Source: an optimization exercise on an open RTL-to-GDS flow (aim: a short achievable clock period and few clock cycles). Production flows keep margins and buffers that such runs may drop.
The RTL was checked by simulation tests, not by an equivalence proof against the original design.
Power figures rest on the tool's default switching activity, not on a simulated workload.

**config.mk**
```make
export PLATFORM = sky130hd
export DESIGN_NAME = Full
export DESIGN_NICKNAME = Full
export VERILOG_FILES = /design/flow/design.v
export SDC_FILE = /design/flow/constraint.sdc
export NUM_CORES = 4
export LEC_CHECK = 0
export CAP_MARGIN = 20
export CORE_MARGIN = 2
export CORE_UTILIZATION = 40
export SLEW_MARGIN = 20
```
**constraint.sdc**
```tcl
create_clock -name core_clock -period 7.5 [get_ports {clk}]
set_input_delay 1.5000 -clock core_clock [delete_from_list [all_inputs] [get_ports {clk}]]
set_output_delay 1.5000 -clock core_clock [all_outputs]
set_load 0.01 [all_outputs]
```
**design.v**
```verilog
`timescale 1ns / 1ps
module ff_dce(q, clk, d, reset, en);
	output reg q;
	input clk, reset, en, d;
	always @(posedge clk)
		if(reset) q <= 0;
		else if(en) q <= d;
endmodule
`timescale 1ns / 1ps
module register16(dout, clk, din, reset, load);
	input clk, reset, load;
	input [15:0] din;
	output reg [15:0] dout;
	always @(posedge clk)
		if(reset) dout <= 16'd0;
		else if(load) dout <= din;
endmodule
`timescale 1ns / 1ps
module ALU(aluOut, aluControl, IR, Ra, Rb);
	output [15:0] aluOut;
	input [1:0] aluControl;
	input [5:0] IR;
	input [15:0] Ra, Rb;
	wire [15:0] B;
	assign B = IR[5] ? {{11{IR[4]}},IR[4:0]} : Rb;
	assign aluOut = aluControl[1] ? (aluControl[0] ? ~Ra : (Ra & B))
							: (aluControl[0] ? (Ra + B) : Ra);
endmodule
`timescale 1ns / 1ps
module EAB(input[10:0] IR, input[1:0] selEAB2, input selEAB1, input [15:0] PC, input [15:0] Ra, output[15:0] eabOut);
	wire[15:0] w2, w1, w0;
	wire[15:0] e1, e0;
	assign w2 = IR[10]?{5'b11111, IR[10:0]}:{5'b00000, IR[10:0]};
	assign w1 = IR[8]?{7'b1111111, IR[8:0]}:{7'b0000000, IR[8:0]};
	assign w0 = IR[5]?{10'b1111111111, IR[5:0]}:{10'b0000000000, IR[5:0]};
	assign e1 = selEAB2[1]?(selEAB2[0]?w2:w1):(selEAB2[0]?w0:16'd0);
	assign e0 = selEAB1?Ra:PC;
	assign eabOut = e1 + e0;
endmodule
`timescale 1ns / 1ps
module FF_DC2(q, clk, clr, en, d);
	input clk, clr, en;
	input[15:0] d;
	output reg[15:0] q;
	always @(posedge clk)
	if (clr) q <= 0;
	else if (en)  q <= d;
endmodule
module IR_block(output[15:0] IR, input[15:0] Buss, input clk, input ldIR, input reset);
	FF_DC2 ff(IR, clk, reset, ldIR, Buss);
endmodule
`timescale 1ns / 1ps
module MARMUX(output[15:0] MARMuxOut, input[7:0] IR, input[15:0] eabOut, input selMAR);
	assign MARMuxOut = selMAR?{8'b00000000, IR}:eabOut;
endmodule
`timescale 1ns / 1ps
module NZP(N, Z, P, clk, flagWE, reset, Buss);
	output N, Z, P;
	input clk, flagWE, reset;
	input [15:0] Buss;
	wire Nval, Zval, Pval;
	ff_dce REGN(N, clk, Nval, reset, flagWE);
	ff_dce REGZ(Z, clk, Zval, reset, flagWE);
	ff_dce REGP(P, clk, Pval, reset, flagWE);
	assign Nval = Buss[15];
	assign Zval = &(~Buss);
	assign Pval = ~Zval & ~Buss[15];
endmodule
`timescale 1ns / 1ps
module FF_DC(q, clk, clr, en, d);
	input clk, clr, en;
	input[15:0] d;
	output reg[15:0] q;
	always @(posedge clk)
	if (clr) q <= 0;
	else if (en)  q <= d;
endmodule
module PC(output[15:0] PC, input[15:0] Buss, input[15:0] eabOut, input[1:0] selPC, input clk, input reset, input ldPC);
	 wire[15:0] w;
	 assign w = selPC[1]?Buss:(selPC[0]?eabOut:(PC + 1));
	 FF_DC ff(PC, clk, reset, ldPC, w);
endmodule
`timescale 1ns / 1ps
module RegFile(Ra, Rb, clk, regWE, reset, 
			Buss, DR, SR1, SR2);
	output [15:0] Ra, Rb;
	input [15:0] Buss;
	input clk, regWE, reset;
	input [2:0] DR, SR1, SR2;
	wire [15:0] regs [7:0];
	wire [7:0] write;
	assign write = {8{regWE}} & (8'd1 << DR); 
	register16 REG0(regs[0], clk, Buss, reset, write[0]);
	register16 REG1(regs[1], clk, Buss, reset, write[1]);
	register16 REG2(regs[2], clk, Buss, reset, write[2]);
	register16 REG3(regs[3], clk, Buss, reset, write[3]);
	register16 REG4(regs[4], clk, Buss, reset, write[4]);
	register16 REG5(regs[5], clk, Buss, reset, write[5]);
	register16 REG6(regs[6], clk, Buss, reset, write[6]);
	register16 REG7(regs[7], clk, Buss, reset, write[7]);
	assign Ra = regs[SR1];
	assign Rb = regs[SR2];
endmodule
`timescale 1ns / 1ps
module Memory(output[15:0] mdrOut, input[15:0] Buss, input clk, input reset,
	input ldMAR, input ldMDR, input selMDR, input memWE,
	input[15:0] mem_rdata, output[15:0] mem_addr, output[15:0] mem_wdata);
	wire[15:0] mdrIn;
	assign mdrIn = selMDR ? mem_rdata : Buss;
	register16 MAR(mem_addr, clk, Buss, reset, ldMAR);
	register16 MDR(mdrOut, clk, mdrIn, reset, ldMDR);
	assign mem_wdata = mdrOut;
endmodule
`timescale 1ns / 1ps
module Datapath(
    input selMAR, input[1:0] selPC, input ldPC, input clk, input reset,
	 input enaMARM, input enaPC, input[2:0] DR, input[2:0] SR1, input[2:0] SR2,
	 input regWE, input selEAB1, input[1:0] selEAB2, input ldIR, input[1:0] aluControl,
	 input enaALU, input flagWE, input enaMDR, input ldMAR, input ldMDR, input memWE,
	 input selMDR, output N, output Z, output P, output[15:0] IR,
	 input[15:0] mem_rdata, output[15:0] mem_addr, output[15:0] mem_wdata);
	wire[15:0] MARMuxOut, Buss, PC_out, Ra, Rb, aluOut, mdrOut, eabOut;
	MARMUX marmux_obj(MARMuxOut, IR[7:0], eabOut, selMAR);
	PC pc_obj(PC_out, Buss, eabOut, selPC, clk, reset, ldPC);
	RegFile reg_obj(Ra, Rb, clk, regWE, reset, Buss, DR, SR1, SR2);
	EAB eab_obj(IR[10:0], selEAB2, selEAB1, PC_out, Ra, eabOut);
	IR_block ir_obj(IR, Buss, clk, ldIR, reset);
	NZP nzp_obj(N, Z, P, clk, flagWE, reset, Buss);
	ALU alu_obj(aluOut, aluControl, IR[5:0], Ra, Rb);
	Memory mem_obj(mdrOut, Buss, clk, reset, ldMAR, ldMDR, selMDR, memWE,
		mem_rdata, mem_addr, mem_wdata);
	assign Buss = enaMARM ? MARMuxOut :
	              enaPC   ? PC_out :
	              enaMDR  ? mdrOut :
	              enaALU  ? aluOut : 16'd0;
endmodule
`timescale 1ns / 1ps
module LC3_Control(
	output reg[1:0] aluControl, output reg[2:0] SR1, output[2:0] SR2, output reg[2:0] DR,
	output reg[1:0] selPC, output reg selEAB1, output reg[1:0] selEAB2,
	output enaALU, output regWE, output flagWE, output enaMARM, output selMAR,
	output enaPC, output ldPC, output ldIR, output ldMAR, output ldMDR,
	output selMDR, output memWE, output enaMDR,
	input clk, input reset, input[15:0] IR, input N, input Z, input P,
	input mem_ready, output mem_req, output mem_we);
	parameter IDLE   = 5'd1;
	parameter FETCH0 = 5'd2;
	parameter FETCH1 = 5'd3;
	parameter FETCH2 = 5'd4;
	parameter DECODE = 5'd5;
	parameter AND0   = 5'd6;
	parameter ADD0   = 5'd7;
	parameter NOT0   = 5'd8;
	parameter JSR0   = 5'd9;
	parameter BR0    = 5'd12;
	parameter LD0    = 5'd13;
	parameter ST0    = 5'd14;
	parameter ST1    = 5'd15;
	parameter ST2    = 5'd16;
	parameter RET0   = 5'd17;
	parameter LD1    = 5'd18;
	parameter LD2    = 5'd19;
	reg [4:0] state;
	wire TB;	 
	assign TB = (IR[11] & N) | (IR[10] & Z) | (IR[9] & P);
	always @(posedge clk)
		if(reset) state <= IDLE;
		else case (state)
			IDLE:   state <= FETCH0;
			FETCH0: state <= FETCH1;
			FETCH1: if(mem_ready) state <= FETCH2;
			FETCH2: state <= DECODE;
			DECODE: case (IR[15:12])
				4'b0001: state <= ADD0;
				4'b0101: state <= AND0;
				4'b1001: state <= NOT0;
				4'b0000: state <= BR0;
				4'b0100: state <= JSR0;
				4'b0010: state <= LD0;
				4'b0011: state <= ST0;
				4'b1100: state <= RET0;
				default: state <= FETCH0;
			endcase
			LD0:    state <= LD1;
			LD1:    if(mem_ready) state <= LD2;
			ST0:    state <= ST1;
			ST1:    state <= ST2;
			ST2:    if(mem_ready) state <= FETCH0;
			default: state <= FETCH0;
		endcase
	always @* begin
		aluControl = 2'b00;
		SR1 = IR[8:6];
		DR = IR[11:9];
		selPC = 2'b00;
		selEAB1 = 1'b0;
		selEAB2 = 2'b10;
		case (state)
			AND0: aluControl = 2'b10;
			ADD0: aluControl = 2'b01;
			NOT0: aluControl = 2'b11;
			ST1:  SR1 = IR[11:9];
			JSR0: begin DR = 3'd7; selPC = 2'b01; selEAB2 = 2'b11; end
			BR0:  selPC = 2'b01;
			RET0: begin selPC = 2'b01; selEAB1 = 1'b1; selEAB2 = 2'b00; end
			default: ;
		endcase
	end
	assign SR2 = IR[2:0];
	assign enaALU  = (state == AND0) || (state == ADD0) || (state == NOT0) || (state == ST1);
	assign regWE   = (state == AND0) || (state == ADD0) || (state == NOT0) ||
	                 (state == JSR0) || (state == LD2);
	assign flagWE  = (state == AND0) || (state == ADD0) || (state == NOT0) || (state == LD2);
	assign enaMARM = (state == LD0) || (state == ST0);
	assign selMAR  = 1'b0;
	assign enaPC   = (state == JSR0) || (state == FETCH0);
	assign ldPC    = (state == FETCH0) || (state == JSR0) || (state == RET0) || (state == BR0 && TB);
	assign ldIR    = (state == FETCH2);
	assign ldMAR   = (state == FETCH0) || (state == LD0) || (state == ST0);
	assign ldMDR   = ((state == FETCH1) || (state == LD1)) ? mem_ready : (state == ST1);
	assign selMDR  = (state == FETCH1) || (state == LD1);
	assign memWE   = (state == ST2);
	assign enaMDR  = (state == FETCH2) || (state == LD2);
	assign mem_req = (state == FETCH1) || (state == LD1) || (state == ST2);
	assign mem_we  = memWE;
endmodule
`timescale 1ns / 1ps
module Full(input clk, input reset,
	output mem_req, output mem_we, output[15:0] mem_addr, output[15:0] mem_wdata,
	input[15:0] mem_rdata, input mem_ready);
	wire[1:0] selPC, selEAB2, aluControl;
	wire[2:0] DR, SR1, SR2;
	wire[15:0] IR;
	wire selMAR, ldPC, enaMARM, enaPC, regWE, selEAB1, ldIR, enaALU, flagWE, enaMDR, ldMAR, ldMDR, memWE, selMDR;
	wire N, Z, P;
	Datapath data_obj(
     selMAR, selPC,  ldPC,  clk,  reset,
	  enaMARM,  enaPC,DR,  SR1,  SR2,
	  regWE,  selEAB1, selEAB2,  ldIR, aluControl,
	  enaALU,  flagWE,  enaMDR, ldMAR,  ldMDR,  memWE,
	  selMDR,  N,  Z,  P, IR,
	  mem_rdata, mem_addr, mem_wdata);
	LC3_Control control_obj(
		aluControl, SR1, SR2, DR, selPC, selEAB1, selEAB2,
		enaALU, regWE, flagWE, enaMARM, selMAR, enaPC, ldPC,
		ldIR, ldMAR, ldMDR, selMDR, memWE, enaMDR, clk, reset,
		IR, N, Z, P, mem_ready, mem_req, mem_we
	);
endmodule
```
**run.sh**
```bash
#!/bin/bash
# synth_recipe.tcl (not shown) runs the flow's synth.tcl, then flattens the netlist and writes it again
# the make line also repeats each setting of config.mk as NAME=value (left out here)
make -C /OpenROAD-flow-scripts/flow DESIGN_CONFIG=/design/flow/config.mk WORK_HOME=/design/flow/orfs CLKGATE_MAP_FILE= SYNTH_SCRIPT=/design/flow/synth_recipe.tcl finish
```
==> results of run 1 <==
==> cell usage after synthesis (23+ instances only) <==
master and instances:
nand2_1 227, nor2_1 209, dfxtp_1 205, a21oi_1 157
o21ai_0 130, a211oi_1 116, clkbuf_1 116, nand3_1 37
a221oi_1 35, ha_1 34, inv_1 29, nor3_1 29
mux2i_1 26, and2_1 25, mux2_2 25, and3_1 23
o22ai_1 23
==> state kept, by name, summed over array words and instances (netlist names), named ones only <==
name and count:
control_obj.state 5, data_obj.ir_obj.ff.q 16, data_obj.mem_obj.MAR.dout 16, data_obj.mem_obj.MDR.dout 16
data_obj.nzp_obj.REGN.q 1, data_obj.nzp_obj.REGP.q 1, data_obj.nzp_obj.REGZ.q 1, data_obj.pc_obj.ff.q 16
data_obj.reg_obj.REG0.dout 16, data_obj.reg_obj.REG1.dout 16, data_obj.reg_obj.REG2.dout 16, data_obj.reg_obj.REG3.dout 16
data_obj.reg_obj.REG4.dout 16, data_obj.reg_obj.REG5.dout 16, data_obj.reg_obj.REG6.dout 16, data_obj.reg_obj.REG7.dout 16
==> layer usage <==
metal	global-route usage [%]	vias to the layer above	wire length [um]	share of wire, %
li1	-	6959	-	-
met1	50.54	7480	29580	43
met2	55.44	875	29020	42
met3	5.920	213	5544	8.1
met4	19.56	0	4283	6.3
met5	0	-	0	0
==> worst paths after layout <==
kind	start	end	slack, ns	depth (start not counted)
max	control_obj.state[0]$_SDFFE_PP1P_	data_obj.nzp_obj.REGP.q$_SDFFE_PP0P_	0.88	17
min	data_obj.nzp_obj.REGN.q$_SDFFE_PP0P_	data_obj.nzp_obj.REGN.q$_SDFFE_PP0P_	0.45	2
max reg2reg	control_obj.state[0]$_SDFFE_PP1P_	data_obj.nzp_obj.REGP.q$_SDFFE_PP0P_	0.88	17
min reg2reg	data_obj.nzp_obj.REGN.q$_SDFFE_PP0P_	data_obj.nzp_obj.REGN.q$_SDFFE_PP0P_	0.45	2
==> final cells by class <==
| type | instances | area [um2] | share of cell area (%) |
|---|---|---|---|
| clock buffers | 35 | 691.9 | 4.366 |
| clock inverters | 8 | 103.9 | 0.6553 |
| inverters | 31 | 116.4 | 0.7343 |
| multi-input cells | 1482 | 9304 | 58.71 |
| flip-flops and latches | 205 | 4105 | 25.90 |
| well taps | 455 | 569.3 | 3.592 |
| repair buffers | 110 | 957.2 | 6.040 |
==> worst max-delay path, cell delays in order (launching register included) <==
cell and delay [ns]:
dfxtp_1 0.60, and4b_4 0.69, a211oi_1 0.15, a41o_1 0.40
a2111o_1 0.55, o32ai_1 0.71, o21ai_0 0.33, fa_1 0.53
a21o_1 0.20, a221oi_1 0.31, xnor2_1 0.19, a221oi_1 0.31
o21ai_0 0.18, o31ai_1 0.29, nand2_1 0.19, or4b_1 0.55
nor3_2 0.20, o21ai_1 0.09
==> per-stage QoR <==
step,setup slack [ns],hold WS (ns),total power [W],utilization (%),area (um2)
6_report,0.8836,0.4544,0.002596,45.77,15850
5_1_grt,0.6188,0.4977,0.002665,45.77,15850
4_1_cts,0.9761,0.4569,0.002605,45.75,15840
3_5_place_dp,1.015,0.4493,0.001417,43.46,15050
3_3_place_gp,1.030,0.4451,0.001416,43.46,15050
2_1_floorplan,2.600,0.4314,0.001298,-,14070
==> power by group <==
group          internal [W]  switching [W]
combinational     0.0000927       0.000188
clock              0.000707       0.000485
sequential          0.00110      0.0000201
total               0.00190       0.000693
==> cell families after synthesis <==
| family | after synthesis | synth area share, % |
|---|---|---|
| xor gates and xnor gates | 24 | 1.494 |
| DFF | 205 | 29.16 |
| buffers and inverters | 182 | 5.280 |
| adders and majority gates | 37 | 3.378 |
| AOI/OAI and AO/OA | 692 | 33.33 |
| and+or+nand+nor | 672 | 22.55 |
| muxes | 57 | 4.809 |
==> notes.md, run 1 <==
Status - no timing/DRC/antenna violations
Die Footprint - 36700 um2
Flip-flop and latch count after synthesis - 205
P per Cell Area - 163.8 nW/um2
Row Count - 68
Num ports - 53
Slew margin rel. - 21.33%
Mapped Nets - 1924
Clk buf depth - 3
CP Capture Type - flop
Initial antenna violation count - 0
DR DRC count - 0
FFs w/ async S/R, synth - 0%
Register area share after synthesis - 29.16%
Root Buffer - clkbuf_16
Actual slew at the worst max-slew pin - 1.176 ns
Gate Count Post-Synth - 1869
Mapped Avg Cell Area - 7.531 um2
Die width - 191.6 um
Nets - 1909
Non-Filler Instances - 2326
Area contributors post-synth - dfxtp_1 (29%), a211oi_1 (6.2%), nand2_1 (6.1%)
Final setup vio count - 0
Vias - 15530
1st-iter DRT viols - 1682
Post-route ant nets - 0
Overflow after GRT - 0
Cell accounting for the most synthesized area - dfxtp_1
Htree depth - 1
Yosys top cell area share - 29.16%
Routed wire length - 68430 um
Final period util - 88.22%
Commonest non-fill, non-tap cells in the layout - nand2_1 (227), nor2_1 (206), dfxtp_1 (204)
Post-synth EDFFs - 0
GPL Wtd Cong - 1.055
Pleak - 5.580 nW
Antenna fix cells - 0
VDD IR-drop max - 0.0001564 V
RSZ-0062 raised after global routing - no
Max Clock Skew - 0.01770 ns
Placed cells - 2283
Crit Path Category - reg -> reg
Post-DP HPWL - 50690 um
Hold Fails Final Rpt - 0
I/O Buffers - 52
Yosys cell types - 99
Syn Std Cell Area - 14070 um2
Initial Util - 40.65%
Max-cap violations - 0
Critical path required time - 7.95 ns
CORE AREA - 34630 um2
Number of CTS-inserted buffers - 24
DR WL/cell - 29.42 um
Post-CTS setup buffers - 0
Synthesis warning total - 6
Pin count of the biggest net entering global routing - 89
Global Route Usage Sum - 36.87%
CP arrival - 7.06 ns
DR vias/cell - 6.675
Vias in the first global route - 14310
Post-CTS Resized - 0
Global-route wire length before repair - 99440 um
Primary FF master, synth - dfxtp_1
Fmax - 151.1 MHz
CTS tree - built
Layout cells sized above 1 - 9.353%
Clock Pin Slew Worst Setup and Hold Paths - 0.05 ns
TritonRoute pass-1 iters - 6
Max-slew violation count - 0
Sink Count - 205
Worst min path class - reg -> reg
Setup TNS - 0 ns
Filler cells - 3539
Crit-path max FO - 30
P&R area growth vs syn - 12.60%
Final Critical Period - 6.616 ns
Most common cell after layout, fill and taps aside - nand2_1
Die height - 191.6 um
Hold Buf Count CTS - 0
CP Launch Type - flop
Worst skew pair latency - 0.56 ns
Testbench counts, summed over its fixed seeds: cycles 148,711.
==> run 2, diff against run 1 <==
==> design.v (replaced) <==
`timescale 1ns / 1ps
module Full(input clk, input reset,
	output mem_req, output mem_we, output[15:0] mem_addr, output[15:0] mem_wdata,
	input[15:0] mem_rdata, input mem_ready);
	reg [15:0] R [0:7];
	reg        N, Z, P;
	reg [15:0] IR;        
	reg [15:0] FA;        
	reg [15:0] TGT;       
	reg        xALU, xJSR, xLD, xST, xRET, xBRn, xBRz, xBRp;
	wire useT = xJSR | xLD | xST | (xBRn & N) | (xBRz & Z) | (xBRp & P);
	assign mem_addr  = useT ? TGT : xRET ? R[7] : FA;
	assign mem_we    = xST;
	assign mem_req   = 1'b1;
	assign mem_wdata = R[IR[11:9]];
	wire fetch = ~(xLD | xST);
	wire [15:0] ra = R[IR[8:6]];
	wire [15:0] rb = IR[5] ? {{11{IR[4]}}, IR[4:0]} : R[IR[2:0]];
	wire [15:0] alu = (IR[15:12] == 4'b0001) ? ra + rb :
	                  (IR[15:12] == 4'b0101) ? (ra & rb) : ~ra;
	wire [15:0] res = xLD ? mem_rdata : alu;
	wire        wr  = xALU | xLD;
	wire [15:0] ins  = mem_rdata;
	wire [3:0]  op   = ins[15:12];
	wire [15:0] nfa  = mem_addr + 16'd1;
	wire [15:0] off  = (op == 4'b0100) ? {{5{ins[10]}}, ins[10:0]} : {{7{ins[8]}}, ins[8:0]};
	wire [15:0] ntgt = nfa + off;
	integer i;
	always @(posedge clk) begin
		if (reset) begin
			for (i = 0; i < 8; i = i + 1) R[i] <= 16'd0;
			N <= 1'b0; Z <= 1'b0; P <= 1'b0;
			IR <= 16'd0; FA <= 16'd0; TGT <= 16'd0;
			xALU <= 1'b0; xJSR <= 1'b0; xLD <= 1'b0; xST <= 1'b0; xRET <= 1'b0;
			xBRn <= 1'b0; xBRz <= 1'b0; xBRp <= 1'b0;
		end else if (mem_ready) begin
			if (wr) begin
				R[IR[11:9]] <= res;
				N <= res[15];
				Z <= (res == 16'd0);
				P <= ~res[15] & (res != 16'd0);
			end
			if (xJSR) R[7] <= FA;
			if (fetch) begin
				IR   <= ins;
				FA   <= nfa;
				TGT  <= ntgt;
				xALU <= (op == 4'b0001) | (op == 4'b0101) | (op == 4'b1001);
				xJSR <= (op == 4'b0100);
				xLD  <= (op == 4'b0010);
				xST  <= (op == 4'b0011);
				xRET <= (op == 4'b1100);
				xBRn <= (op == 4'b0000) & ins[11];
				xBRz <= (op == 4'b0000) & ins[10];
				xBRp <= (op == 4'b0000) & ins[9];
			end else begin
				xALU <= 1'b0; xJSR <= 1'b0; xLD <= 1'b0; xST <= 1'b0; xRET <= 1'b0;
				xBRn <= 1'b0; xBRz <= 1'b0; xBRp <= 1'b0;
			end
		end
	end
endmodule
==> notes.md, run 2 <==
Filler cells - 2928 (-17%)
CORE AREA - 31310 um2 (-9.6%)
Row Count - 65 (-4.4%)
VDD IR-drop max - 0.0001372 V (-12%)
Hold Fails Final Rpt - 0 (unchanged)
CTS tree - built
Reg2reg setup slack - 2.19 ns (+1.31 ns)
I/O Buffers - 51 (-1.9%)
Routed wire length - 39150 um (-43%)
Critical path required time - 7.86 ns (-0.09 ns)
Post-CTS Resized - 0 (unchanged)
RSZ-0062 raised after global routing - no
Mapped Avg Cell Area - 10.45 um2 (+39%)
P per Cell Area - 208.7 nW/um2 (+27%)
Initial Util - 40.27% (-0.38 points)
Clock Pin Slew Worst Setup and Hold Paths - 0.08 ns (+0.03 ns)
Vias in the first global route - 9889 (-31%)
Layout cells sized above 1 - 16.37% (+7.0 points)
Status - no timing/DRC/antenna violations
Htree depth - 4 (+3)
Die height - 181.5 um (-5.2%)
Gate Count Post-Synth - 1207 (-35%)
Die Footprint - 32960 um2 (-10%)
CP arrival - 5.67 ns (-1.39 ns)
Post-CTS setup buffers - 0 (unchanged)
Final period util - 70.81% (-17 points)
Root Buffer - clkbuf_16
TritonRoute pass-1 iters - 5 (-1)
Flip-flop and latch count after synthesis - 196 (-4.4%)
Synthesis warning total - 1 (-5)
Die width - 181.5 um (-5.2%)
Top post-synthesis cells by count - nor2_1 (210), edfxtp_1 (128), nand2_1 (112)
CP Capture Type - flop
Overflow after GRT - 0 (unchanged)
DR DRC count - 0 (unchanged)
Most common cell after layout, fill and taps aside - nor2_1
Count leader, synth - nor2_1
Largest Register - R
Fmax - 188.3 MHz (+25%)
Worst min path class - reg -> reg
GPL Wtd Cong - 0.9311 (-12%)
Yosys cell types - 76 (-23%)
Final setup vio count - 0 (unchanged)
HP Start - TGT[7]$_SDFFE_PP0P_
Max FFs per register - 128
Number of CTS-inserted buffers - 17 (-29%)
Clk buf depth - 2 (-1)
Setup TNS - 0 ns (unchanged)
Mapped Nets - 1259 (-35%)
Max-slew violation count - 0 (unchanged)
Hold Buf Count CTS - 0 (unchanged)
Pin count of the biggest net entering global routing - 57 (-36%)
Slew margin rel. - 22.29% (+0.96 points)
Yosys top cell area share - 30.49% (+1.3 points)
Hold Slack - 0.4564 ns (+0.002020 ns)
Final Critical Period - 5.311 ns (-1.306 ns)
CP Launch Type - flop
DR vias/cell - 6.116 (-8.4%)
Pleak - 5.149 nW (-7.7%)
Global-route wire length before repair - 59600 um (-40%)
P&R area growth vs syn - 11.35%
Crit Path Category - reg -> reg
Worst skew pair latency - 0.45 ns (-0.11 ns)
Crit-path max FO - 32 (+6.7%)
Global Route Usage Sum - 24.10% (-13 points)
DR WL/cell - 24.09 um (-18%)
1st-iter DRT viols - 1044 (-38%)
Post-synth EDFFs - 128 (+128)
Post-DP HPWL - 26950 um (-47%)
Initial antenna violation count - 0 (unchanged)
Multi-input gate area - 6975 um2 (-25%)
Sink Count - 196 (-4.4%)
Area contributors post-synth - edfxtp_1 (30%), mux4_2 (17%), dfxtp_1 (11%)
Cell accounting for the most synthesized area - edfxtp_1
Total power - 0.002930 W (+13%)
Post-route ant nets - 0 (unchanged)
Sequential cell area - 5209 um2 (+27%)
Syn Std Cell Area - 12610 um2 (-10%)
Worst Reg2Reg Path Length in Cells - 16 (-1)
Vias - 9938 (-36%)
Commonest non-fill, non-tap cells in the layout - nor2_1 (209), edfxtp_1 (128), nand2_1 (112)
Actual slew at the worst max-slew pin - 1.166 ns (-0.01071 ns)
Primary FF master, synth - edfxtp_1
Max Clock Skew - 0.01311 ns (-0.004589 ns)
Max-cap violations - 0 (unchanged)
Nets - 1261 (-34%)
Num ports - 53 (unchanged)
FFs w/ async S/R, synth - 0% (unchanged)
Register area share after synthesis - 41.28% (+12 points)
Hold depth - 2 (unchanged)
==> run 2: final cells by class <==
cell class / count / share of cell area (%)
antenna: 1 / 0.01782
clock buffer: 18 / 3.057
clock inverter: 14 / 1.346
inverter: 29 / 0.7753
multi-input combinational: 898 / 49.68
sequential: 196 / 37.10
tap: 402 / 3.583
timing repair buffer: 67 / 4.438
==> run 2: layer usage <==
layer | up-vias | routed length, um | track usage, %
li1 | 4520 | - | -
met1 | 4923 | 16440 | 32.54
met2 | 423 | 18680 | 38.84
met3 | 72 | 2507 | 3.109
met4 | 0 | 1525 | 11.22
met5 | - | 0 | 0
==> run 2: path summary, 6_finish.rpt <==
kind,to
worst max-delay path,Z$_SDFFE_PP0P_
worst min-delay path,TGT[7]$_SDFFE_PP0P_
worst max register to register,Z$_SDFFE_PP0P_
worst min register to register,TGT[7]$_SDFFE_PP0P_
==> run 2: cells by family after synthesis <==
logic type	Yosys count	share of synthesized area, %
and+or+nand+nor	462	16.50
AOI/OAI and AO/OA	218	11.14
DFF	196	41.28
muxes	152	21.80
buffers and inverters	113	3.572
adders and majority gates	33	3.334
xor gates and xnor gates	32	2.332
other	1	0.02974
==> run 2: power by group <==
| part | internal [W] | leakage [nW] | switching [W] |
|---|---|---|---|
| Combinational | 0.000293 | 2.96 | 0.000410 |
| Clock | 0.000511 | 0.304 | 0.000460 |
| Sequential | 0.00120 | 1.88 | 0.0000544 |
==> run 2: per-stage QoR <==
step	util (%)	cell area [um2]	std cells	worst slack, ns
after floorplan	-	12610	1207	2.998
after global placement	42.80	13400	1591	2.165
after detailed placement	42.83	13410	1592	2.194
after CTS	44.81	14030	1624	2.135
after global routing	44.83	14040	1624	1.845
final	44.84	14040	1625	2.189
==> run 2: worst max-delay path, cell delays in order (launching register included) <==
cell and delay [ns]:
dfxtp_1 0.31, buf_4 0.43, mux4_2 0.56, mux2i_1 0.44, o21bai_1 0.28, xor2_1 0.20, ha_1 0.25, or2_2 0.31
nor2_1 0.08, o21ai_0 0.08, o2111a_1 0.17, or3_1 0.31, a31oi_1 0.86, and3_1 0.28, o2111a_1 0.25, nand4_1 0.11
o31ai_1 0.28
Testbench counts of run 2, summed over its fixed seeds: cycles 32,881.
==> run 3, diff against run 2 <==
--- a/config.mk
+++ b/config.mk
@@ -9,3 +9,5 @@
 export CORE_MARGIN = 2
 export CORE_UTILIZATION = 40
+export SETUP_SLACK_MARGIN = 5
 export SLEW_MARGIN = 20
+export TNS_END_PERCENT = 100
==> notes.md, run 3 <==
1st-iter DRT viols - 1245 (+19%)
Non-Filler Instances - 1874 (+15%)
Layout cells sized above 1 - 48.61% (+32 points)
Overflow after GRT - 0 (unchanged)
Worst skew pair latency - 0.44 ns (about the same)
GPL Wtd Cong - 0.9352 (+0.44%)
Vias - 11610 (+17%)
Routed wire length - 48020 um (+23%)
P&R area growth vs syn - 48.35%
Initial Util - 40.27% (unchanged)
Sw Share - 32.97% (+1.4 points)
Post-route cell area - 18700 um2 (+33%)
Crit Path Category - reg -> reg
Die width - 181.5 um (unchanged)
P per Cell Area - 180.5 nW/um2 (-14%)
Syn Std Cell Area - 12610 um2 (unchanged)
Worst Reg2Reg Path Length in Cells - 20 (+4)
Power share of the combinational group - 35.6% (+12 points)
Global Route Usage Sum - 28.03% (+3.9 points)
Nets - 1510 (+20%)
Synthesis warning total - 1 (unchanged)
TritonRoute pass-1 iters - 5 (unchanged)
Reg2reg start - xST$_SDFFE_PP0P_
Clock Pin Slew Worst Setup and Hold Paths - 0.08 ns (about the same)
Num ports - 53 (unchanged)
Sink Count - 196 (unchanged)
Vias in the first global route - 11160 (+13%)
Net Switching - 0.001113 W (+20%)
Post-synth EDFFs - 128 (unchanged)
Area contributors post-synth - edfxtp_1 (30%), mux4_2 (17%), dfxtp_1 (11%)
Mapped Nets - 1259 (unchanged)
Post-route ant nets - 0 (unchanged)
Final period util - 54.82% (-16 points)
Mapped Avg Cell Area - 10.45 um2 (unchanged)
Clk pwr share - 27.4% (-5.8 points)
Root Buffer - clkbuf_16
RSZ-0062 raised after global routing - yes
DR WL/cell - 25.63 um (+6.4%)
Commonest non-fill, non-tap cells in the layout - nor2_1 (172), buf_4 (146), edfxtp_1 (128)
Internal power - 0.002263 W (+13%)
Max FFs per register - 128 (unchanged)
Worst setup margin - 3.388 ns (+1.199 ns)
Max-slew violation count - 0 (unchanged)
Max Clock Skew - 0.01319 ns (+0.00007780 ns)
DP Worst Slack - 2.470 ns (+0.2759 ns)
Most common cell after layout, fill and taps aside - nor2_1
DR DRC count - 0 (unchanged)
Post-DP HPWL - 26420 um (-1.9%)
FFs w/ async S/R, synth - 0% (unchanged)
Reg2reg setup slack - 3.39 ns (+1.20 ns)
Die Footprint - 32960 um2 (unchanged)
Actual slew at the worst max-slew pin - 0.7622 ns (-0.4034 ns)
Global-route wire length before repair - 68540 um (+15%)
Clk buf depth - 2 (unchanged)
DR vias/cell - 6.197 (+1.3%)
Flip-flop and latch count after synthesis - 196 (unchanged)
Die height - 181.5 um (unchanged)
Hold Buf Count CTS - 0 (unchanged)
CORE AREA - 31310 um2 (unchanged)
Worst min path class - reg -> reg
Critical path required time - 7.85 ns (about the same)
Count leader, synth - nor2_1
Hold Slack - 0.4615 ns (+0.005076 ns)
Yosys top cell area share - 30.49% (unchanged)
Reg power frac - 37.0% (-5.8 points)
Max-cap violations - 0 (unchanged)
CP Launch Type - flop
Pin count of the biggest net entering global routing - 41 (-28%)
HP Start - IR[3]$_SDFFE_PP0P_
Crit-path max FO - 14 (-56%)
Fmax - 243.2 MHz (+29%)
Gate Count Post-Synth - 1207 (unchanged)
Status - no timing/DRC/antenna violations
Area after DPL - 14190 um2 (+5.8%)
CP arrival - 4.46 ns (-1.21 ns)
CTS tree - built
Yosys cell types - 76 (unchanged)
I/O Buffers - 51 (unchanged)
Placed cells - 1596 (+0.25%)
CP Capture Type - flop
Row Count - 65 (unchanged)
End of the worst hold path - IR[3]$_SDFFE_PP0P_
Final Critical Period - 4.112 ns (-1.199 ns)
Number of CTS-inserted buffers - 17 (unchanged)
VDD IR-drop max - 0.0001721 V (+25%)
R2R Path End - TGT[11]$_SDFFE_PP0P_
Hold Fails Final Rpt - 0 (unchanged)
Slew margin rel. - 49.13% (+27 points)
Htree depth - 4 (unchanged)
Cell accounting for the most synthesized area - edfxtp_1
Top post-synthesis cells by count - nor2_1 (210), edfxtp_1 (128), nand2_1 (112)
Initial antenna violation count - 1 (+1)
Hold depth - 2 (unchanged)
Primary FF master, synth - edfxtp_1
Setup TNS - 0 ns (unchanged)
Final setup vio count - 0 (unchanged)
Register area share after synthesis - 41.28% (unchanged)
Pleak - 7.187 nW (+40%)
Largest Register - R
[run 3: cell counts after synthesis]
Identical to the previous run, type by type.
[run 3: through the flow]
stage,util (%),total power (W)
after global placement,45.32,0.002040
final,59.74,0.003376
after detailed placement,45.32,0.002044
after floorplan,-,0.001840
after CTS,55.36,0.003213
after global routing,59.73,0.003490
[run 3: how the worst max path moves through the flow]
stage	from	slack (ns)	end
floorplan	flop	3.67	R[7][15]$_DFFE_PP_
global placement	flop	2.57	Z$_SDFFE_PP0P_
detailed placement	flop	2.47	Z$_SDFFE_PP0P_
CTS	flop	3.40	mem_wdata[13]
global route	flop	3.28	R[5][15]$_SDFFCE_PN0P_
finish	xST$_SDFFE_PP0P_	3.39	TGT[11]$_SDFFE_PP0P_
[run 3: logic make-up (layout without fill, tap and decap cells)]
kind of cell | Yosys count | count (layout) | synth area share [%]
AO/OA/AOI/OAI | 218 | 218 | 11.14
XOR/XNOR | 32 | 32 | 2.332
adder cells (fa/ha/maj) | 33 | 33 | 3.334
buffers and inverters | 113 | 364 | 3.572
flip-flops | 196 | 196 | 41.28
multiplexers | 152 | 152 | 21.80
other | 1 | 2 | 0.02974
AND/OR/NAND/NOR | 462 | 475 | 16.50
[run 3: power by group through the flow]
| stage | Combinational (W) | Sequential (W) | Clock, W |
|---|---|---|---|
| global placement | 0.000769 | 0.00127 | 0 |
| CTS | 0.00104 | 0.00125 | 0.000924 |
| finish | 0.00120 | 0.00125 | 0.000926 |
| floorplan | 0.000588 | 0.00125 | 0 |
| global route | 0.00126 | 0.00126 | 0.000969 |
| detailed placement | 0.000771 | 0.00127 | 0 |
[run 3: what timing repair did]
item	CTS	global route
setup endpoints to repair	357	296
setup buffers	138	86
pin swaps	108	79
cloned	19	2
gates resized for setup	308	181
[run 3: cell type report]
| type | instances | area [um2] |
|---|---|---|
| diodes | 1 | 2.502 |
| clock buffers | 19 | 432.9 |
| clock inverters | 13 | 137.6 |
| fillers | 2386 | 12610 |
| inverters | 29 | 126.4 |
| multi-input cells | 911 | 9057 |
| flip-flops and latches | 196 | 5231 |
| well taps | 402 | 503.0 |
| repair buffers | 303 | 3213 |
[run 3: critical path, cell delays in order (launching register included)]
cell      delay, ns
dfxtp_4        0.35
nor3_1         0.27
buf_6          0.33
a21oi_4        0.10
or4_4          0.51
or3_4          0.39
buf_6          0.14
buf_6          0.11
nor2_4         0.09
xnor2_2        0.16
ha_4           0.25
and2_4         0.14
o21ai_4        0.13
o311ai_4       0.13
buf_4          0.16
nand2_2        0.08
a21oi_2        0.07
buf_4          0.13
buf_4          0.12
xnor2_1        0.12
a211oi_1       0.22
[run 3: metal layers]
| layer | vias to the layer above | global-route usage [%] | wire length, um | share of wire [%] |
|---|---|---|---|---|
| met1 | 5856 | 36.00 | 18450 | 38 |
| li1 | 5052 | - | - | - |
| met4 | 0 | 10.99 | 2034 | 4.2 |
| met3 | 144 | 4.793 | 3828 | 8.0 |
| met2 | 562 | 47.39 | 23710 | 49 |
| met5 | - | 0 | 0 | 0 |
==> run 4, diff against run 3 <==
==> design.v (replaced) <==
`timescale 1ns / 1ps
module Full(input clk, input reset,
	output mem_req, output mem_we, output[15:0] mem_addr, output[15:0] mem_wdata,
	input[15:0] mem_rdata, input mem_ready);
	function [15:0] add16(input [15:0] a, input [15:0] b);
		reg [15:0] g, p, g1, p1, g2, p2, g3, p3, g4;
		integer k;
		begin
			g = a & b; p = a ^ b;
			for (k = 0; k < 16; k = k + 1) begin
				g1[k] = (k >= 1) ? g[k] | (p[k] & g[k-1]) : g[k];
				p1[k] = (k >= 1) ? p[k] & p[k-1] : p[k];
			end
			for (k = 0; k < 16; k = k + 1) begin
				g2[k] = (k >= 2) ? g1[k] | (p1[k] & g1[k-2]) : g1[k];
				p2[k] = (k >= 2) ? p1[k] & p1[k-2] : p1[k];
			end
			for (k = 0; k < 16; k = k + 1) begin
				g3[k] = (k >= 4) ? g2[k] | (p2[k] & g2[k-4]) : g2[k];
				p3[k] = (k >= 4) ? p2[k] & p2[k-4] : p2[k];
			end
			for (k = 0; k < 16; k = k + 1)
				g4[k] = (k >= 8) ? g3[k] | (p3[k] & g3[k-8]) : g3[k];
			add16 = p ^ {g4[14:0], 1'b0};
		end
	endfunction
	reg [15:0] R [0:7];
	reg        N, Z, P;
	reg [15:0] M;         
	reg [15:0] FA;        
	reg [15:0] A, B, S;   
	reg [2:0]  D;         
	reg        xADD, xAND, xNOT, xJSR, xLD, xST;
	reg        we;
	assign mem_addr  = M;
	assign mem_we    = we;
	assign mem_req   = 1'b1;
	assign mem_wdata = S;
	wire [15:0] sum  = add16(A, B);
	wire [15:0] band = A & B;
	wire [15:0] zv   = ~((A ^ B) ^ {A[14:0] | B[14:0], 1'b0});
	wire        xALU = xADD | xAND | xNOT;
	wire [15:0] res  = xLD ? mem_rdata : xADD ? sum : xAND ? band : ~A;
	wire        resZ = xLD ? (mem_rdata == 16'd0) : xADD ? (&zv) : xAND ? (band == 16'd0) : (&A);
	wire        wr   = xALU | xLD;
	wire        nN   = wr ? res[15] : N;
	wire        nZ   = wr ? resZ : Z;
	wire        nP   = wr ? ~res[15] & ~resZ : P;
	wire [15:0] R7n  = xJSR ? FA : R[7];
	function [15:0] rd(input [2:0] s);
		rd = (wr && D == s) ? res : (xJSR && s == 3'd7) ? FA : R[s];
	endfunction
	wire        fetch = ~(xLD | xST);
	wire [15:0] ins  = mem_rdata;
	wire [3:0]  op   = ins[15:12];
	wire [15:0] inc  = M + 16'd1;
	wire [15:0] off  = ins[14] ? {{5{ins[10]}}, ins[10:0]} : {{7{ins[8]}}, ins[8:0]};
	wire [15:0] tgt  = add16(inc, off);
	wire        iBR  = (op == 4'b0000);
	wire        iJSR = (op == 4'b0100);
	wire        iLD  = (op == 4'b0010);
	wire        iST  = (op == 4'b0011);
	wire        iRET = (op == 4'b1100);
	wire        take = iJSR | iLD | iST |
	                   (iBR & ((ins[11] & nN) | (ins[10] & nZ) | (ins[9] & nP)));
	wire [15:0] nM   = take ? tgt : iRET ? R7n : inc;
	integer i;
	always @(posedge clk) begin
		if (reset) begin
			for (i = 0; i < 8; i = i + 1) R[i] <= 16'd0;
			N <= 1'b0; Z <= 1'b0; P <= 1'b0;
			M <= 16'd0; FA <= 16'd0; A <= 16'd0; B <= 16'd0; S <= 16'd0; D <= 3'd0;
			xADD <= 1'b0; xAND <= 1'b0; xNOT <= 1'b0; xJSR <= 1'b0; xLD <= 1'b0; xST <= 1'b0;
			we <= 1'b0;
		end else if (mem_ready) begin
			if (wr) R[D] <= res;
			if (xJSR) R[7] <= FA;
			N <= nN; Z <= nZ; P <= nP;
			if (fetch) begin
				M    <= nM;
				FA   <= inc;
				A    <= rd(ins[8:6]);
				B    <= ins[5] ? {{11{ins[4]}}, ins[4:0]} : rd(ins[2:0]);
				S    <= rd(ins[11:9]);
				D    <= ins[11:9];
				xADD <= (op == 4'b0001);
				xAND <= (op == 4'b0101);
				xNOT <= (op == 4'b1001);
				xJSR <= iJSR;
				xLD  <= iLD;
				xST  <= iST;
				we   <= iST;
			end else begin
				M    <= FA;
				xADD <= 1'b0; xAND <= 1'b0; xNOT <= 1'b0; xJSR <= 1'b0; xLD <= 1'b0; xST <= 1'b0;
				we   <= 1'b0;
			end
		end
	end
endmodule
==> notes.md, run 4 <==
Crit Path Category - in -> reg
Yosys top cell area share - 25.25% (-5.2 points)
Post-route cell area - 22020 um2 (+18%)
Pleak - 8.435 nW (+17%)
Final period util - 45.34% (-9.5 points)
TritonRoute pass-1 iters - 6 (+1)
Die height - 199.1 um (+9.7%)
Slew margin rel. - 40.61% (-8.5 points)
Global Route Usage Sum - 30.02% (+2.0 points)
Status - no timing/DRC/antenna violations
I/O Buffers - 51 (unchanged)
Initial Util - 40.52% (+0.25 points)
Overflow after GRT - 0 (unchanged)
Vias - 14550 (+25%)
Critical path required time - 7.94 ns (+0.09 ns)
Register area share after synthesis - 37.34% (-3.9 points)
DR DRC count - 0 (unchanged)
DR vias/cell - 6.303 (+1.7%)
Clk buf depth - 3 (+1)
Critical Path Most Common Cell - buf_4
Gate Count Post-Synth - 1583 (+31%)
Largest Register - R
Max FFs per register - 128 (unchanged)
CTS tree - built
Mapped Avg Cell Area - 9.618 um2 (-7.9%)
Root Buffer - clkbuf_16
Yosys cell types - 79 (+3.9%)
Count leader, synth - nor2_1
RSZ-0062 raised after global routing - yes
Max-slew violation count - 0 (unchanged)
Flip-flop and latch count after synthesis - 220 (+12%)
Synthesis warning total - 1 (unchanged)
Layout cells sized above 1 - 44.77% (-3.8 points)
Max-cap violations - 0 (unchanged)
Row Count - 71 (+9.2%)
Routed wl met2 - 28130 um (+19%)
P per Cell Area - 174.0 nW/um2 (-3.6%)
Sink Count - 220 (+12%)
Hold Buf Count CTS - 0 (unchanged)
Top delay family on crit path - buffers and inverters
VDD IR-drop max - 0.0002007 V (+17%)
Power share of the combinational group - 26.8% (-8.8 points)
DR WL met3 - 6721 um (+76%)
Sw Share - 30.37% (-2.6 points)
DR WL/cell - 26.87 um (+4.8%)
Worst min path class - reg -> reg
Die Footprint - 39640 um2 (+20%)
Uppermost routed layer - met4
Global-route wire length before repair - 88240 um (+29%)
Nets - 1846 (+22%)
Antenna fix cells - 0 (-1)
Post-synth EDFFs - 128 (unchanged)
Max Clock Skew - 0.01285 ns (-0.0003354 ns)
Post-route ant nets - 0 (unchanged)
Net Switching - 0.001164 W (+4.6%)
Number of CTS-inserted buffers - 26 (+9)
Area after DPL - 16580 um2 (+17%)
Clock Pin Slew Worst Setup and Hold Paths - 0.07 ns (about the same)
Reg power frac - 36.9% (about the same)
Worst-path cell chain - buf_12, buf_16, buf_4, buf_8, nor4_4, nand3_1, or3_1, o221ai_2, buf_4, nor2_1, mux2i_4, buf_4, a21o_4, nand3_1, a22o_1
CP Capture Type - flop
FFs w/ async S/R, synth - 0% (unchanged)
Final Critical Period - 3.400 ns (-0.7111 ns)
Die width - 199.1 um (+9.7%)
Actual slew at the worst max-slew pin - 0.8883 ns (+0.1262 ns)
Post-DP HPWL - 35470 um (+34%)
Initial antenna violation count - 0 (-1)
Hold Fails Final Rpt - 0 (unchanged)
Top post-synthesis cells by count - nor2_1 (246), nand2_1 (144), edfxtp_1 (128)
GPL Wtd Cong - 0.9627 (+2.9%)
Fmax - 294.1 MHz (+21%)
CP arrival - 3.84 ns (-0.62 ns)
P&R area growth vs syn - 44.63%
Met1 WL - 23370 um (+27%)
CP Launch Type - primary input
Num ports - 53 (unchanged)
1st-iter DRT viols - 1861 (+49%)
Worst Path Buf+Inv - 6 (unchanged)
Most common cell after layout, fill and taps aside - nor2_1
Setup TNS - 0 ns (unchanged)
Primary FF master, synth - edfxtp_1
Final setup vio count - 0 (unchanged)
Commonest non-fill, non-tap cells in the layout - nor2_1 (168), edfxtp_1 (128), nand2_1 (125)
Internal power - 0.002668 W (+18%)
Crit-path max cell delay - 0.37 ns (-0.14 ns)
Pin count of the biggest net entering global routing - 51 (+24%)
CORE AREA - 37580 um2 (+20%)
Htree depth - 1 (-3)
CP max-delay cell - or3_1
Cell accounting for the most synthesized area - edfxtp_1
Mapped Nets - 1651 (+31%)
Vias in the first global route - 13600 (+22%)
Area contributors post-synth - edfxtp_1 (25%), mux4_2 (14%), dfxtp_1 (12%)
Routed wire length - 62040 um (+29%)
Crit-path max FO - 6 (-8)
Worst skew pair latency - 0.56 ns (+0.12 ns)
Syn Std Cell Area - 15220 um2 (+21%)
Clk pwr share - 36.3% (+8.9 points)
## run 4: changes by cell type after synthesis, sizes merged, moves of 15 or more
cell / change
o21ai: +63
dfxtp: +24
xor2: +16
nor2: +36
nand2: +33
clkbuf: +29
ha: +15
inv: +26
a21oi: +27
a211oi: +34
buf: +15
mux2i: +43
## run 4: what timing repair did
item,CTS,global route
endpoints found under the setup margin,381,329
setup buffers,101,81
cloned,28,2
pin swaps,124,109
gates resized for setup,547,271
## run 4: final timing paths
check / slack, ns / to / cells after the start / from
max: 4.10 / M[2]$_SDFFE_PP0P_ / 15 / mem_rdata[0]
min: 0.48 / B[4]$_SDFFE_PP0P_ / 2 / B[4]$_SDFFE_PP0P_
max reg2reg: 4.22 / M[2]$_SDFFE_PP0P_ / 13 / A[14]$_SDFFE_PP0P_
min reg2reg: 0.48 / B[4]$_SDFFE_PP0P_ / 2 / B[4]$_SDFFE_PP0P_
## run 4: layout make-up
class,count,area (um2)
Clock inverter,18,244.0
Inverter,56,244.0
Tap cell,511,639.4
Timing Repair inverter,1,8.758
Sequential cell,220,5797
Fill cell,2944,15560
Timing Repair Buffer,288,3555
Clock buffer,30,675.6
Multi-Input combinational cell,1185,10860
## run 4: kinds of logic (layout without fill, tap and decap cells)
kind of cell    Yosys count  count (layout)  share of synthesized area [%]
other cells               1               1                        0.02463
compound gates          355             356                          14.90
flops                   220             220                          37.34
simple gates            534             539                          15.41
xor+xnor                 59              59                          3.394
mux                     181             181                          19.90
fa+ha+maj                49              49                          4.126
buf+inv                 184             393                          4.906
## run 4: per-layer routing
layer	GRT usage, %	vias up
met4	14.21	0
met2	47.03	983
li1	-	6240
met3	5.603	240
met5	0	-
met1	40.27	7091
## run 4: worst register-to-register path: stages (launching register included)
cell      delay, ns
dfxtp_1        0.52
inv_1          0.09
ha_1           0.39
xnor2_1        0.16
nor4_1         0.41
nand2_1        0.25
o221ai_2       0.23
buf_4          0.16
nor2_1         0.07
mux2i_4        0.21
buf_4          0.17
a21o_4         0.19
nand3_1        0.12
a22o_1         0.21
## run 4: per-stage QoR
step / util (%) / hold WS (ns) / setup WS, ns / instances / total power (W)
4_1_cts: 54.01 / 0.4734 / 4.139 / 2226 / 0.003685
3_3_place_gp: 44.13 / 0.4707 / 2.856 / 2049 / 0.002105
5_1_grt: 58.60 / 0.4940 / 3.989 / 2309 / 0.003938
2_1_floorplan: - / 0.4262 / 3.823 / 1583 / 0.001913
3_5_place_dp: 44.13 / 0.4737 / 2.736 / 2049 / 0.002111
6_report: 58.60 / 0.4755 / 4.100 / 2309 / 0.003832
## run 4: power groups by stage
stage          Combinational, W  Clock, W  Sequential [W]
2_1_floorplan          0.000511         0         0.00140
3_3_place_gp           0.000677         0         0.00143
3_5_place_dp           0.000680         0         0.00143
4_1_cts                0.000885   0.00139         0.00141
5_1_grt                 0.00108   0.00144         0.00142
6_report                0.00103   0.00139         0.00141
Testbench counts of run 4, summed over its fixed seeds: cycles 32,881.
==> run 5, diff against run 4 <==
--- a/design.v
+++ b/design.v
@@ -3,9 +3,8 @@
 	output mem_req, output mem_we, output[15:0] mem_addr, output[15:0] mem_wdata,
 	input[15:0] mem_rdata, input mem_ready);
-	function [15:0] add16(input [15:0] a, input [15:0] b);
-		reg [15:0] g, p, g1, p1, g2, p2, g3, p3, g4;
+	function [15:0] pfx16(input [15:0] g, input [15:0] p);
+		reg [15:0] g1, p1, g2, p2, g3, p3, g4;
 		integer k;
 		begin
-			g = a & b; p = a ^ b;
 			for (k = 0; k < 16; k = k + 1) begin
 				g1[k] = (k >= 1) ? g[k] | (p[k] & g[k-1]) : g[k];
@@ -22,5 +21,13 @@
 			for (k = 0; k < 16; k = k + 1)
 				g4[k] = (k >= 8) ? g3[k] | (p3[k] & g3[k-8]) : g3[k];
-			add16 = p ^ {g4[14:0], 1'b0};
+			pfx16 = p ^ {g4[14:0], 1'b0};
+		end
+	endfunction
+	function [15:0] inc16(input [15:0] x);
+		integer k;
+		begin
+			inc16[0] = ~x[0];
+			for (k = 1; k < 16; k = k + 1)
+				inc16[k] = x[k] ^ (&(x | ~((16'd1 << k) - 16'd1)));
 		end
 	endfunction
@@ -29,5 +36,5 @@
 	reg [15:0] M;         
 	reg [15:0] FA;        
-	reg [15:0] A, B, S;   
+	reg [15:0] A, B, Bn, S;   
 	reg [2:0]  D;         
 	reg        xADD, xAND, xNOT, xJSR, xLD, xST;
@@ -37,7 +44,7 @@
 	assign mem_req   = 1'b1;
 	assign mem_wdata = S;
-	wire [15:0] sum  = add16(A, B);
-	wire [15:0] band = A & B;
-	wire [15:0] zv   = ~((A ^ B) ^ {A[14:0] | B[14:0], 1'b0});
+	wire [15:0] band = A & ~Bn;
+	wire [15:0] sum  = pfx16(band, A ^ B);
+	wire [15:0] zv   = ~((A ^ B) ^ {A[14:0] | ~Bn[14:0], 1'b0});
 	wire        xALU = xADD | xAND | xNOT;
 	wire [15:0] res  = xLD ? mem_rdata : xADD ? sum : xAND ? band : ~A;
@@ -54,7 +61,7 @@
 	wire [15:0] ins  = mem_rdata;
 	wire [3:0]  op   = ins[15:12];
-	wire [15:0] inc  = M + 16'd1;
+	wire [15:0] inc  = inc16(M);
 	wire [15:0] off  = ins[14] ? {{5{ins[10]}}, ins[10:0]} : {{7{ins[8]}}, ins[8:0]};
-	wire [15:0] tgt  = add16(inc, off);
+	wire [15:0] tgt  = pfx16(inc & off, inc ^ off);
 	wire        iBR  = (op == 4'b0000);
 	wire        iJSR = (op == 4'b0100);
@@ -70,5 +77,5 @@
 			for (i = 0; i < 8; i = i + 1) R[i] <= 16'd0;
 			N <= 1'b0; Z <= 1'b0; P <= 1'b0;
-			M <= 16'd0; FA <= 16'd0; A <= 16'd0; B <= 16'd0; S <= 16'd0; D <= 3'd0;
+			M <= 16'd0; FA <= 16'd0; A <= 16'd0; B <= 16'd0; Bn <= 16'hffff; S <= 16'd0; D <= 3'd0;
 			xADD <= 1'b0; xAND <= 1'b0; xNOT <= 1'b0; xJSR <= 1'b0; xLD <= 1'b0; xST <= 1'b0;
 			we <= 1'b0;
@@ -82,4 +89,5 @@
 				A    <= rd(ins[8:6]);
 				B    <= ins[5] ? {{11{ins[4]}}, ins[4:0]} : rd(ins[2:0]);
+				Bn   <= ~(ins[5] ? {{11{ins[4]}}, ins[4:0]} : rd(ins[2:0]));
 				S    <= rd(ins[11:9]);
 				D    <= ins[11:9];
==> notes.md, run 5 <==
I/O Buffers - 51 (unchanged)
Worst setup margin - 4.263 ns (+0.1629 ns)
Worst-path cell chain - buf_12, buf_12, fa_2, a21o_1, a21o_1, a21oi_2, buf_4, buf_6, buf_6, buf_6, buf_6, o21bai_1, xor2_1, mux2i_1, a211oi_1
Pin count of the biggest net entering global routing - 58 (+14%)
Final setup vio count - 0 (unchanged)
Area contributors post-synth - edfxtp_1 (24%), dfxtp_1 (14%), mux4_2 (14%)
Setup TNS - 0 ns (unchanged)
Sink Count - 236 (+7.3%)
Status - no timing/DRC/antenna violations
Crit Path Category - in -> reg
Post-DP HPWL - 36430 um (+2.7%)
CP Capture Type - flop
VDD IR-drop max - 0.0001575 V (-22%)
Register area share after synthesis - 38.13% (+0.78 points)
FFs w/ async S/R, synth - 0% (unchanged)
DR vias/cell - 6.614 (+4.9%)
Mapped Nets - 1673 (+1.3%)
Slew margin rel. - 40.40% (-0.21 points)
Root Buffer - clkbuf_16
Num ports - 53 (unchanged)
Initial Util - 40.66% (+0.15 points)
Final period util - 43.17% (-2.2 points)
Max-slew violation count - 0 (unchanged)
Antenna fix cells - 0 (unchanged)
Clk buf depth - 3 (unchanged)
DR DRC count - 0 (unchanged)
Post-synth EDFFs - 128 (unchanged)
CP Launch Type - primary input
CTS tree - built
Final Critical Period - 3.237 ns (-0.1629 ns)
DP Worst Slack - 2.830 ns (+0.09388 ns)
Critical path required time - 7.99 ns (+0.05 ns)
CORE AREA - 38740 um2 (+3.1%)
Mapped Avg Cell Area - 9.646 um2 (+0.29%)
Worst skew pair latency - 0.59 ns (+0.03 ns)
Die width - 202.4 um (+1.7%)
P per Cell Area - 171.4 nW/um2 (-1.5%)
Initial antenna violation count - 0 (unchanged)
Synthesis warning total - 1 (unchanged)
Flip-flop and latch count after synthesis - 236 (+7.3%)
Commonest non-fill, non-tap cells in the layout - nor2_1 (190), edfxtp_1 (128), buf_4 (121)
RSZ-0062 raised after global routing - yes
DR WL/cell - 28.79 um (+7.1%)
Hold Fails Final Rpt - 0 (unchanged)
Top post-synthesis cells by count - nor2_1 (245), nand2_1 (132), edfxtp_1 (128)
1st-iter DRT viols - 2186 (+17%)
Largest Register - R
Vias in the first global route - 15030 (+10%)
Nets - 1902 (+3.0%)
Crit-path max FO - 4 (-2)
Number of CTS-inserted buffers - 28 (+7.7%)
Yosys cell types - 79 (unchanged)
Post-route ant nets - 0 (unchanged)
Max FFs per register - 128 (unchanged)
TritonRoute pass-1 iters - 8 (+2)
Fmax - 308.9 MHz (+5.0%)
Placed cells - 2093 (+2.1%)
Clock Pin Slew Worst Setup and Hold Paths - 0.07 ns (about the same)
Yosys top cell area share - 24.40% (-0.84 points)
P&R area growth vs syn - 50.73%
Gate Count Post-Synth - 1633 (+3.2%)
Crit-path max cell delay - 0.40 ns (+0.03 ns)
Max Clock Skew - 0.01800 ns (+0.005147 ns)
Critical Path Most Common Cell - buf_6
Routed wire length - 69150 um (+11%)
Reg2reg setup slack - 4.39 ns (+0.17 ns)
Hold Buf Count CTS - 0 (unchanged)
Count leader, synth - nor2_1
GPL Wtd Cong - 0.9381 (-2.6%)
Non-Filler Instances - 2402 (+4.0%)
Die Footprint - 40980 um2 (+3.4%)
Cell accounting for the most synthesized area - edfxtp_1
Row Count - 72 (+1.4%)
Layout cells sized above 1 - 45.75% (+0.98 points)
Top delay family on crit path - compound AO/OA/AOI/OAI gates
Overflow after GRT - 0 (unchanged)
Die height - 202.4 um (+1.7%)
Actual slew at the worst max-slew pin - 0.8880 ns (-0.0003660 ns)
Global-route wire length before repair - 97390 um (+10%)
Global Route Usage Sum - 31.65% (+1.6 points)
Worst Path Buf+Inv - 7 (+1)
CP max-delay cell - fa_2
Worst min path class - reg -> reg
Primary FF master, synth - edfxtp_1
Syn Std Cell Area - 15750 um2 (+3.5%)
Vias - 15890 (+9.2%)
CP arrival - 3.72 ns (-0.12 ns)
Pleak - 9.004 nW (+6.7%)
Max-cap violations - 0 (unchanged)
Htree depth - 1 (unchanged)
Most common cell after layout, fill and taps aside - nor2_1
-- run 5: changes by cell type in the layout (fill, tap and decap cells not counted), sizes merged, moves of 16 or more --
| cell | delta |
|---|---|
| mux2i | +26 |
| dfxtp | +16 |
| inv | -40 |
| nor2b | +20 |
| ha | -27 |
| buf | +33 |
-- run 5: layer usage --
metal | wire [um] | track usage (%) | part of all wire [%] | up-vias
met1 | 24660 | 40.69 | 36 | 7758
met4 | 5443 | 18.40 | 7.9 | 0
met5 | 0 | 0 | 0 | -
met3 | 7905 | 6.159 | 11 | 358
li1 | - | - | - | 6574
met2 | 31130 | 49.82 | 45 | 1198
-- run 5: layout make-up --
| type | count | area [um2] |
|---|---|---|
| fill | 2919 | 15000 |
| multi-input combinational | 1250 | 11710 |
| sequential | 236 | 6148 |
| timing repair buffer | 325 | 4234 |
| clock buffer | 32 | 737.0 |
| tap | 518 | 648.1 |
| clock inverter | 20 | 172.7 |
| inverter | 20 | 90.09 |
| timing repair inverter | 1 | 5.005 |
-- run 5: power by group --
group | leakage, nW | total (W) | switching, W | internal [W]
Sequential | 2.25 | 0.00154 | 0.000114 | 0.00143
Clock | 0.433 | 0.00140 | 0.000600 | 0.000802
Combinational | 6.32 | 0.00112 | 0.000580 | 0.000542
-- run 5: cells by family after synthesis --
group / synth area share (%)
and+or+nand+nor: 16.02
AOI/OAI and AO/OA: 15.20
DFF: 38.13
muxes: 20.84
buffers and inverters: 3.924
xor gates and xnor gates: 4.154
adders and majority gates: 1.716
other: 0.02381
-- run 5: path summary, 6_finish.rpt --
kind | startpoint | end | depth (start not counted)
worst min register to register | Bn[15]$_SDFFE_PP1P_ | Bn[15]$_SDFFE_PP1P_ | 1
worst min-delay path | Bn[15]$_SDFFE_PP1P_ | Bn[15]$_SDFFE_PP1P_ | 1
worst max register to register | xADD$_SDFFE_PP0P_ | M[3]$_SDFFE_PP0P_ | 13
worst max-delay path | mem_rdata[1] | M[6]$_SDFFE_PP0P_ | 15
-- run 5: timing repair --
item / CTS / global route
pin swaps: 108 / 115
cloned: 37 / 2
gates resized for setup: 645 / 268
setup endpoints to repair: 397 / 366
buffers inserted: 155 / 63
-- run 5: per-stage QoR --
stage,total power (W),cell area [um2],hold WS [ns],util [%]
floorplan,0.002043,16920,0.4171,-
global placement,0.002228,17120,0.4309,44.19
CTS,0.003897,22090,0.4761,57.02
finish,0.004069,23740,0.4868,61.29
detailed placement,0.002237,17120,0.4604,44.20
global route,0.004154,23740,0.4991,61.29
Testbench counts of run 5, summed over its fixed seeds: cycles 32,881.
==> run 6, diff against run 5 <==
--- a/config.mk
+++ b/config.mk
@@ -9,5 +9,5 @@
 export CORE_MARGIN = 2
 export CORE_UTILIZATION = 40
-export SETUP_SLACK_MARGIN = 5
+export SETUP_SLACK_MARGIN = 4.6
 export SLEW_MARGIN = 20
 export TNS_END_PERCENT = 100
==> notes.md, run 6 <==
Register area share after synthesis - 38.13% (unchanged)
Filler cells - 3429 (+17%)
Worst-path cell chain - buf_4, nor4_4, nand4_1, o32ai_2, a21oi_1, o31ai_2, or3b_1, mux2i_2, a21oi_4, buf_12, buf_16, and3_4, o31ai_1
Worst Reg2Reg Path Length in Cells - 13 (unchanged)
Hold depth - 2 (+1)
Final Core Density - 52.39% (-8.9 points)
Reg power frac - 39.7% (+1.7 points)
Yosys cell types - 79 (unchanged)
P per Cell Area - 190.9 nW/um2 (+11%)
Mapped Avg Cell Area - 9.646 um2 (unchanged)
Sw Share - 30.64% (-1.2 points)
Syn Std Cell Area - 15750 um2 (unchanged)
Nets - 1753 (-7.8%)
CP Launch Type - primary input
Sequential cell area - 6066 um2 (-1.3%)
Num ports - 53 (unchanged)
Critical path required time - 7.98 ns (about the same)
Cell accounting for the most synthesized area - edfxtp_1
1st-iter DRT viols - 1812 (-17%)
Layout cells sized above 1 - 29.93% (-16 points)
Vias in the first global route - 13250 (-12%)
Met3 Usage GRT - 4.450% (-1.7 points)
Final period util - 43.20% (about the same)
Max Clock Skew - 0.03255 ns (+0.01455 ns)
Pleak - 7.937 nW (-12%)
Initial antenna violation count - 2 (+2)
Top post-synthesis cells by count - nor2_1 (245), nand2_1 (132), edfxtp_1 (128)
RSZ-0062 raised after global routing - yes
DR WL/cell - 26.10 um (-9.3%)
GPL Wtd Cong - 0.9363 (-0.19%)
Sink Count - 236 (unchanged)
Reg2reg setup slack - 4.30 ns (-0.09 ns)
Clock Pin Slew Worst Setup and Hold Paths - 0.06 ns (about the same)
Mapped Nets - 1673 (unchanged)
Non-Filler Instances - 2252 (-6.2%)
Status - no timing/DRC/antenna violations
M1 GR Usage - 39.31% (-1.4 points)
Internal power - 0.002687 W (-3.2%)
Met2 usage - 42.84% (-7.0 points)
Post-DP HPWL - 37240 um (+2.2%)
Yosys top cell area share - 24.40% (unchanged)
DR DRC count - 0 (unchanged)
Count leader, synth - nor2_1
Post-route ant nets - 0 (unchanged)
Placed cells - 2098 (+0.24%)
Overflow after GRT - 0 (unchanged)
Setup TNS - 0 ns (unchanged)
Initial Util - 40.66% (unchanged)
DR vias/cell - 6.285 (-5.0%)
Flip-flop and latch count after synthesis - 236 (unchanged)
CP max-delay cell - or3b_1
I/O Buffers - 51 (unchanged)
Die Footprint - 40980 um2 (unchanged)
CORE AREA - 38740 um2 (unchanged)
FFs w/ async S/R, synth - 0% (unchanged)
Final setup vio count - 0 (unchanged)
Die width - 202.4 um (unchanged)
Net Switching - 0.001187 W (-8.3%)
Clk pwr share - 37.6% (+3.1 points)
Die height - 202.4 um (unchanged)
Global-route wire length before repair - 85940 um (-12%)
Commonest non-fill, non-tap cells in the layout - nor2_1 (238), edfxtp_1 (128), nand2_1 (115)
Final Critical Period - 3.240 ns (+0.002890 ns)
Power share of the combinational group - 22.7% (-4.9 points)
CP arrival - 3.72 ns (about the same)
Area contributors post-synth - edfxtp_1 (24%), dfxtp_1 (14%), mux4_2 (14%)
Max FFs per register - 128 (unchanged)
Primary FF master, synth - edfxtp_1
Gate Count Post-Synth - 1633 (unchanged)
Htree depth - 1 (unchanged)
Max-slew violation count - 0 (unchanged)
Worst skew pair latency - 0.60 ns (about the same)
Vias - 14150 (-11%)
Pin count of the biggest net entering global routing - 63 (+8.6%)
Post-synth EDFFs - 128 (unchanged)
Fmax - 308.6 MHz (about the same)
Slew margin rel. - 25.26% (-15 points)
CP Capture Type - flop
Row Count - 72 (unchanged)
Global Route Usage Sum - 27.75% (-3.9 points)
Largest Register - R
Clk buf depth - 3 (unchanged)
TritonRoute pass-1 iters - 6 (-2)
VDD IR-drop max - 0.0001662 V (+5.5%)
P&R area growth vs syn - 28.83%
Root Buffer - clkbuf_16
Routed wire length - 58790 um (-15%)
HP Start - Bn[6]$_SDFFE_PP1P_
Most used routing layer - met2
Hold Fails Final Rpt - 0 (unchanged)
End of the worst hold path - Bn[6]$_SDFFE_PP1P_
CTS tree - built
Actual slew at the worst max-slew pin - 1.117 ns (+0.2290 ns)
Crit-path max FO - 10 (+6)
Most common cell after layout, fill and taps aside - nor2_1
Reg2reg start - B[2]$_SDFFE_PP0P_
Crit-path max cell delay - 0.40 ns (about the same)
Crit Path Category - in -> reg
Worst min path class - reg -> reg
R2R Path End - M[9]$_SDFFE_PP0P_
Max-cap violations - 0 (unchanged)
Antenna fix cells - 0 (unchanged)
Synthesis warning total - 1 (unchanged)
Number of CTS-inserted buffers - 28 (unchanged)
Multi-input gate area - 10300 um2 (-12%)
Hold Buf Count CTS - 0 (unchanged)
## run 6: cell count changes in the layout (fill, tap and decap cells not counted), moves of 28 or more
cell,previous run,this run
nor2_1,190,238
o21ai_0,64,98
dlygate4sd2_1,1,32
dfxtp_1,44,72
nor2_4,36,1
buf_4,121,86
buf_12,57,25
buf_6,89,10
## run 6: repair_timing
item,CTS,global route
setup endpoints to repair,395,197
gates resized for setup,268,129
pin swaps,42,46
gates cloned,16,4
buffers inserted,52,31
## run 6: cell type report
| cell class | count | share of cell area, % |
|---|---|---|
| clock inverter | 21 | 1.270 |
| timing repair buffer | 185 | 10.97 |
| sequential | 236 | 29.89 |
| clock buffer | 30 | 3.490 |
| multi-input combinational | 1241 | 50.75 |
| tap | 518 | 3.194 |
| inverter | 20 | 0.4069 |
| timing repair inverter | 1 | 0.02466 |
## run 6: cell families (layout without fill, tap and decap cells)
kind of cell | count (synthesis) | count (layout) | synth area share, %
AO/OA/AOI/OAI | 380 | 381 | 15.20
multiplexers | 206 | 206 | 20.84
XOR/XNOR | 73 | 73 | 4.154
AND/OR/NAND/NOR | 559 | 559 | 16.02
adder cells (fa/ha/maj) | 21 | 21 | 1.716
buffers and inverters | 157 | 257 | 3.924
flip-flops | 236 | 236 | 38.13
other | 1 | 1 | 0.02381
## run 6: layer usage
metal | vias up | part of all wire [%] | wire, um
li1 | 6224 | - | -
met1 | 7022 | 42 | 24440
met2 | 757 | 44 | 26120
met3 | 148 | 9.2 | 5404
met4 | 2 | 4.8 | 2808
met5 | - | 0.020 | 12
## run 6: worst max-delay path by stage
stage	start	to	slack, ns	cells after the start
after CTS	M[0]$_SDFFE_PP0P_	M[14]$_SDFFE_PP0P_	4.32	14
after global placement	mem_ready	R[3][2]$_SDFFCE_PN0P_	2.91	5
after detailed placement	mem_ready	R[7][14]$_DFFE_PP_	2.81	5
final	mem_rdata[9]	M[9]$_SDFFE_PP0P_	4.26	13
after global routing	mem_rdata[0]	M[14]$_SDFFE_PP0P_	4.18	13
after floorplan	mem_rdata[0]	M[14]$_SDFFE_PP0P_	3.99	12
## run 6: worst max-delay path: cells and delay by family
| family | cells | cell delay (ns) |
|---|---|---|
| and+or+nand+nor | 4 | 0.77 |
| AOI/OAI and AO/OA | 5 | 0.68 |
| buffers and inverters | 3 | 0.53 |
| muxes | 1 | 0.22 |
## run 6: power by group through the flow
| stage | sequential [W] | combinational, W | clock [W] |
|---|---|---|---|
| 6_report | 0.00154 | 0.000880 | 0.00146 |
| 5_1_grt | 0.00154 | 0.000927 | 0.00152 |
| 4_1_cts | 0.00153 | 0.000791 | 0.00147 |
| 3_5_place_dp | 0.00155 | 0.000679 | 0 |
| 3_3_place_gp | 0.00155 | 0.000673 | 0 |
| 2_1_floorplan | 0.00150 | 0.000505 | 0 |
## run 6: stage by stage
step	hold slack (ns)	worst slack (ns)	power [W]	instance area [um2]
floorplan	0.4171	3.993	0.002009	16360
global placement	0.4355	2.908	0.002221	16860
detailed placement	0.4689	2.813	0.002230	16880
CTS	0.4773	4.323	0.003787	19420
global route	0.5032	4.184	0.003988	20290
finish	0.4796	4.260	0.003874	20290
